Background: an optimization exercise with open tools, aiming at small area, a short achievable clock period and few clock cycles. Do not read the settings as production practice.
Function was checked by simulation only, so behaviour that the tests miss may differ from the original.

## the previous run
==> flow/design.v (excerpt) <==
module Bicubic #(parameter fraction_bits = 15)
(
input CLK,
input RST,
input enable,
input [7:0] input_data,
output logic [13:0] iaddr,
output logic ird,
output logic we,
output logic [13:0] waddr,
output logic [7:0] output_data,
input [6:0] V0,
input [6:0] H0,
input [4:0] SW,
input [4:0] SH,
input [5:0] TW,
input [5:0] TH,
output logic DONE
);
export LEC_CHECK = 0
export CAP_MARGIN = 20
export CORE_MARGIN = 2
export CORE_UTILIZATION = 40
export SLEW_MARGIN = 20
export SYNTH_HIERARCHICAL = 1
export SYNTH_MINIMUM_KEEP_SIZE = 0
create_clock -name core_clock -period 55.0 [get_ports {CLK}]
run.sh (not shown) runs the stock make flow with config.mk's settings and CLKGATE_MAP_FILE= SYNTH_SCRIPT=/design/flow/synth_recipe.tcl, a recipe that flattens the netlist after the stock synthesis.
The previous run closes out successfully: all stages finished, all timing, DRC and antenna checks passed.
Testbench counts of the previous run, summed over its fixed seeds: cycles 89,565.
diff inputs: the previous run => the current run
diff --git a/flow/design.v b/flow/design.v
--- a/flow/design.v
+++ b/flow/design.v
@@ -260,25 +260,27 @@
 reg [5:0] oi0;
 reg [14:0] rf; reg [15:0] rt2, rt3;
 reg rstep, rlast, rj0;
 reg d1;
 wire g_yf = |QY[14:10];
 wire g_last = (jp == rTH1);
 wire g_step = !g_last && (QYn[19:15] != QY[19:15]);
 wire g_tready = tu_busy && !tu_own;
 assign pr_req = pr_on && g_yf && !tu_busy;
 wire pvalid = pr_on && (!g_yf || g_tready);
 wire olastc = ({1'b0, oi0} + 7'd1) < {1'b0, rTW};
 reg ryf;                             
-wire issue = oe_on && rv && !fire;
+wire fxf = tg3_xf;
+wire fire_k = fire && fxf;           
+wire issue = oe_on && rv && !(fire_k && ryf);
 wire last_issue = issue && (oc == olastc);
 wire grp_end = last_issue && rlast;
 wire all_end = grp_end && (({1'b0, oi0} + 7'd2) >= {1'b0, rTW});
 wire head_v = nvalid[rptr];
 wire step_now = last_issue && rstep;
 wire pop_step = head_v && (need_pop || step_now);
 wire pop_init = oe_on && head_v && (initcnt != 0) && !rv;
 assign oe_pop = pop_step || pop_init;
 wire need_pop_after = (need_pop || step_now) && !pop_step;
 wire [2:0] initcnt_after = grp_end ? (all_end ? 3'd0 : 3'd4) : (initcnt - pop_init);
 wire oe_load = oe_on && pvalid && (!rv || last_issue) && !need_pop_after &&
                (initcnt_after == 0) && !grp_end;
@@ -339,48 +341,48 @@
             W[c][0] <= W[c][1];
             W[c][1] <= W[c][2];
             W[c][2] <= W[c][3];
             if (pop_init)
                 W[c][3] <= nH[rptr][c];
             else if (nX[rptr][c])
                 W[c][3] <= ryf ? nH[rptr][c] : nA[rptr][c];
             else
                 W[c][3] <= rj0 ? W[c][3] : nH[rptr][c];
         end
     end
 end
-wire [7:0] kp0 = fire ? sr[0] : W[oc][0];
-wire [7:0] kp1 = fire ? sr[1] : W[oc][1];
-wire [7:0] kp2 = fire ? sr[2] : W[oc][2];
-wire [7:0] kp3 = fire ? sr[3] : W[oc][3];
-wire [14:0] kf = fire ? bf[tg3_c] : rf;
-wire [15:0] kt2 = fire ? bt2[tg3_c] : rt2;
-wire [15:0] kt3 = fire ? bt3[tg3_c] : rt3;
+wire [7:0] kp0 = fire_k ? sr[0] : W[oc][0];
+wire [7:0] kp1 = fire_k ? sr[1] : W[oc][1];
+wire [7:0] kp2 = fire_k ? sr[2] : W[oc][2];
+wire [7:0] kp3 = fire_k ? sr[3] : W[oc][3];
+wire [14:0] kf = fire_k ? bf[tg3_c] : rf;
+wire [15:0] kt2 = fire_k ? bt2[tg3_c] : rt2;
+wire [15:0] kt3 = fire_k ? bt3[tg3_c] : rt3;
 wire [7:0] kres;
 cubic_kernel u_kernel(.pm1(kp0), .p0(kp1), .p1(kp2), .p2(kp3), .f(kf), .t2(kt2), .t3(kt3), .q(kres));
 always @(posedge CLK or posedge RST) begin
     if (RST) we <= 0;
     else we <= issue;
 end
 always @(posedge CLK) begin
     if (issue) begin
-        output_data <= kres;
+        output_data <= ryf ? kres : W[oc][1];
         waddr <= gfirst ? {8'b0, oi0} :
                  oc ? waddr + 1'b1 :
                  waddr + {8'b0, rTW} - {13'b0, olastc};
     end
     if (fire) begin
-        nH[wptr][tg3_c] <= kres;
+        nH[wptr][tg3_c] <= fxf ? kres : sr[1];
         nA[wptr][tg3_c] <= tg3_alt ? sr[2] : sr[0];
-        nX[wptr][tg3_c] <= tg3_xf;
+        nX[wptr][tg3_c] <= fxf;
     end
 end
 endmodule
 module cubic_kernel (
 input [7:0] pm1, p0, p1, p2,
 input [14:0] f,
 input [15:0] t2, t3,
 output [7:0] q
 );
 wire [8:0] c = {1'b0, p1} - {1'b0, pm1};
 wire [10:0] kbw = {2'b0, pm1, 1'b0} - ({1'b0, p0, 2'b0} + {3'b0, p0}) + {1'b0, p1, 2'b0} - {3'b0, p2};
 wire [10:0] kb = kbw;
### Flow results
- Summary of the current run over the previous run: first-iteration DRC count down about 9%, number of sequential storage elements flat, detailed-route wire length up about 0.5%, synthesized cell area flat.
- The current run vs. the previous run: worst-case setup margin in the final layout climbed 0.26 ns; required time of the worst setup path +0.02 ns.
- Delta (the current run minus the previous run): average wire per standard cell grew by 0.49%; share of the cycle needed by the critical path after routing shrank by 0.47 points; critical path depth grew by 2.9%; multi-input gate share of total cell area held steady.
- Diff the previous run..the current run | post-layout net count | negligible
- The current run against the previous run: data arrival time of the critical path lost 0.24 ns.
Testbench counts of the current run, summed over its fixed seeds: cycles 87,930.


Another version of the RTL of Bicubic (not shown whole).
Size in the first run: ~86 I/O pins, roughly 60000 um2 of cells after synthesis.
clock: 55.0 ns
lec_check: 0
cap_margin: 20
core_margin: 2
core_utilization: 40
cts_cluster_diameter: 80
cts_cluster_size: 30
slew_margin: 20
synth_hierarchical: 1
synth_minimum_keep_size: 0
standard.sh (not shown) runs the stock make flow with config.mk's settings and CLKGATE_MAP_FILE= SYNTH_SCRIPT=/design/flow/synth_recipe.tcl, a recipe that flattens the netlist after the stock synthesis.
==> flow/flow/run.sh <==
#!/bin/bash
# The standard layout (standard.sh), except that the ports are buffered with a
# plain buffer cell instead of the default delay cell.  The make output goes
# to standard.log; each ORFS step also keeps its own log under orfs/logs/.
set -euo pipefail
export BUFFER_PORTS_ARGS="-buffer_cell sky130_fd_sc_hd__buf_2"
bash standard.sh > standard.log 2>&1
Testbench counts at the start, summed over its fixed seeds: cycles 85,340.
Edit:
--- a/flow/design.v
+++ b/flow/design.v
@@ -294,22 +294,21 @@
 wire all_end = grp_end && (({1'b0, oi0} + 7'd2) >= {1'b0, rTW});
 wire head_v = nvalid[rptr];
 wire step_now = last_issue && rstep;
 wire pop_step = head_v && (need_pop || step_now);
 wire pop_init = oe_on && head_v && (initcnt != 0) && !rv;
 assign oe_pop = pop_step || pop_init;
 wire need_pop_after = (need_pop || step_now) && !pop_step;
 wire [2:0] initcnt_after = grp_end ? (all_end ? 3'd0 : 3'd4) : (initcnt - pop_init);
 wire oe_load = oe_on && pvalid && (!rv || last_issue) && !need_pop_after &&
                (initcnt_after == 0) && !grp_end;
-wire fe_near = (fe_st == FE_ROW) && ((slot == 3'd2) || (slot == 3'd3) || (slot == 3'd4));
-assign tu_rel = oe_load || (cs_req && fe_near);
+assign tu_rel = oe_load || cs_req;
 always @(posedge CLK or posedge RST) begin
     if (RST) begin
         oe_on <= 0; pr_on <= 0; rv <= 0; need_pop <= 0; initcnt <= 0;
         nvalid <= 0; wptr <= 0; rptr <= 0;
         d1 <= 0; d2 <= 0; DONE <= 0;
     end else begin
         if (start_run) begin
             oe_on <= 1; pr_on <= 1; rv <= 0; need_pop <= 0; initcnt <= 3'd4;
             nvalid <= 0; wptr <= 0; rptr <= 0;
         end else begin
@@ -376,47 +375,48 @@
 wire [14:0] kf = fire_k ? bf[fcol] : rf;
 wire [15:0] kt2 = fire_k ? bt2[fcol] : rt2;
 wire [15:0] kt3 = fire_k ? bt3[fcol] : rt3;
 wire [12:0] kha, khb;
 wire kc17;
 cubic_kernel u_kernel(.pm1(kp0), .p0(kp1), .p1(kp2), .p2(kp3), .f(kf), .t2(kt2), .t3(kt3),
                       .ha(kha), .hb(khb), .c17(kc17));
 reg [12:0] kha_r, khb_r;
 reg kc17_r;
 reg k_c, k_last, k_oc, k_gf, k_olc, k_kf, k_ik;
-reg [7:0] k_bv, k_fv;
+reg [7:0] k_bv;
 wire [7:0] kres;
 kernel_round u_round(.ha(kha_r), .hb(khb_r), .c17(kc17_r), .q(kres));
 always @(posedge CLK or posedge RST) begin
     if (RST) begin
         k_iss <= 0; k_fire <= 0; we <= 0;
     end else begin
         k_iss <= issue;
         k_fire <= fire;
         we <= k_iss;
     end
 end
 always @(posedge CLK) begin
     kha_r <= kha; khb_r <= khb; kc17_r <= kc17;
     k_c <= fcol; k_last <= flast;
-    k_kf <= fxf; k_ik <= ryf; k_bv <= W[oc][1]; k_fv <= fp1;
+    k_kf <= fxf; k_ik <= ryf; k_bv <= W[oc][1];
     k_oc <= oc; k_gf <= gfirst; k_olc <= olastc;
-    output_data <= k_ik ? kres : k_bv;       
     if (k_iss) begin
+        output_data <= k_ik ? kres : k_bv;
         waddr <= k_gf ? {8'b0, oi0} :
                  waddr + (k_oc ? 14'd1 : {8'b0, rTW} - {13'b0, k_olc});
     end
     if (fire) begin
         nA[wptr][fcol] <= falt ? fp2 : fp0;
         nX[wptr][fcol] <= fxf;
+        if (!fxf) nH[wptr][fcol] <= fp1;
     end
-    if (k_fire) nH[wptr][k_c] <= k_kf ? kres : k_fv;
+    if (k_fire && k_kf) nH[wptr][k_c] <= kres;
 end
 endmodule
 module cubic_kernel (
 input [7:0] pm1, p0, p1, p2,
 input [14:0] f,
 input [15:0] t2, t3,
 output [12:0] ha, hb,
 output c17
 );
 wire [8:0] c = {1'b0, p1} - {1'b0, pm1};
What happened: The changed run ran to the end with no violations; final cell count rose by 3.9%; global-route usage goes up by 0.62 points; wire length went up by 4.5%; synthesized area grows by 1.3%; worst hold slack is about the same; maximum frequency is about the same; design area increases by 1.7%; first-iteration DRC count rises by 15%; clock skew goes up by 8.9 ps; worst setup slack improves by 8.7 ps.
Testbench counts after the change, summed over its fixed seeds: cycles 85,609.

[static timing again, ports no longer ideal]
Ports are ideal in the flow. The routed layouts listed here were re-timed in OpenROAD. Step 1 (the two cells are an assumption about what drives the block):
set clk [get_ports {CLK}]
set_driving_cell -lib_cell sky130_fd_sc_hd__clkbuf_16 $clk
set_driving_cell -lib_cell sky130_fd_sc_hd__buf_2 [delete_from_list [all_inputs] $clk]
Step 2, shift: input delay + t, output delay - t, t = (earliest + latest rising clock arrival at the registers) / 2. This alone moves slack from input paths to output paths. Three values: ideal ports, drivers, drivers and shift; two values: the first two.
| run | shift t [ns] | setup slack, ns | worst hold slack (ns) | slew at the worst register clock pin (ns) | cell pins on the clock port's net |
|---|---|---|---|---|---|
| the previous run | 0.722 | 41.267 / 41.267 / 41.267 | 0.334 / 0.334 / 0.334 | 0.07 / 0.07 | 1 |
| the current run | 0.701 | 41.526 / 41.526 / 41.526 | 0.326 / 0.326 / 0.326 | 0.08 / 0.08 | 1 |
| the first run of note 2 | 0.699 | 42.668 / 42.599 / 42.937 | 0.337 / 0.337 / 0.337 | 0.12 / 0.12 | 1 |
| the second run of note 2 | 0.716 | 42.676 / 42.606 / 42.708 | 0.340 / 0.340 / 0.340 | 0.12 / 0.12 | 1 |
After both steps setup and hold are still met in every run listed.
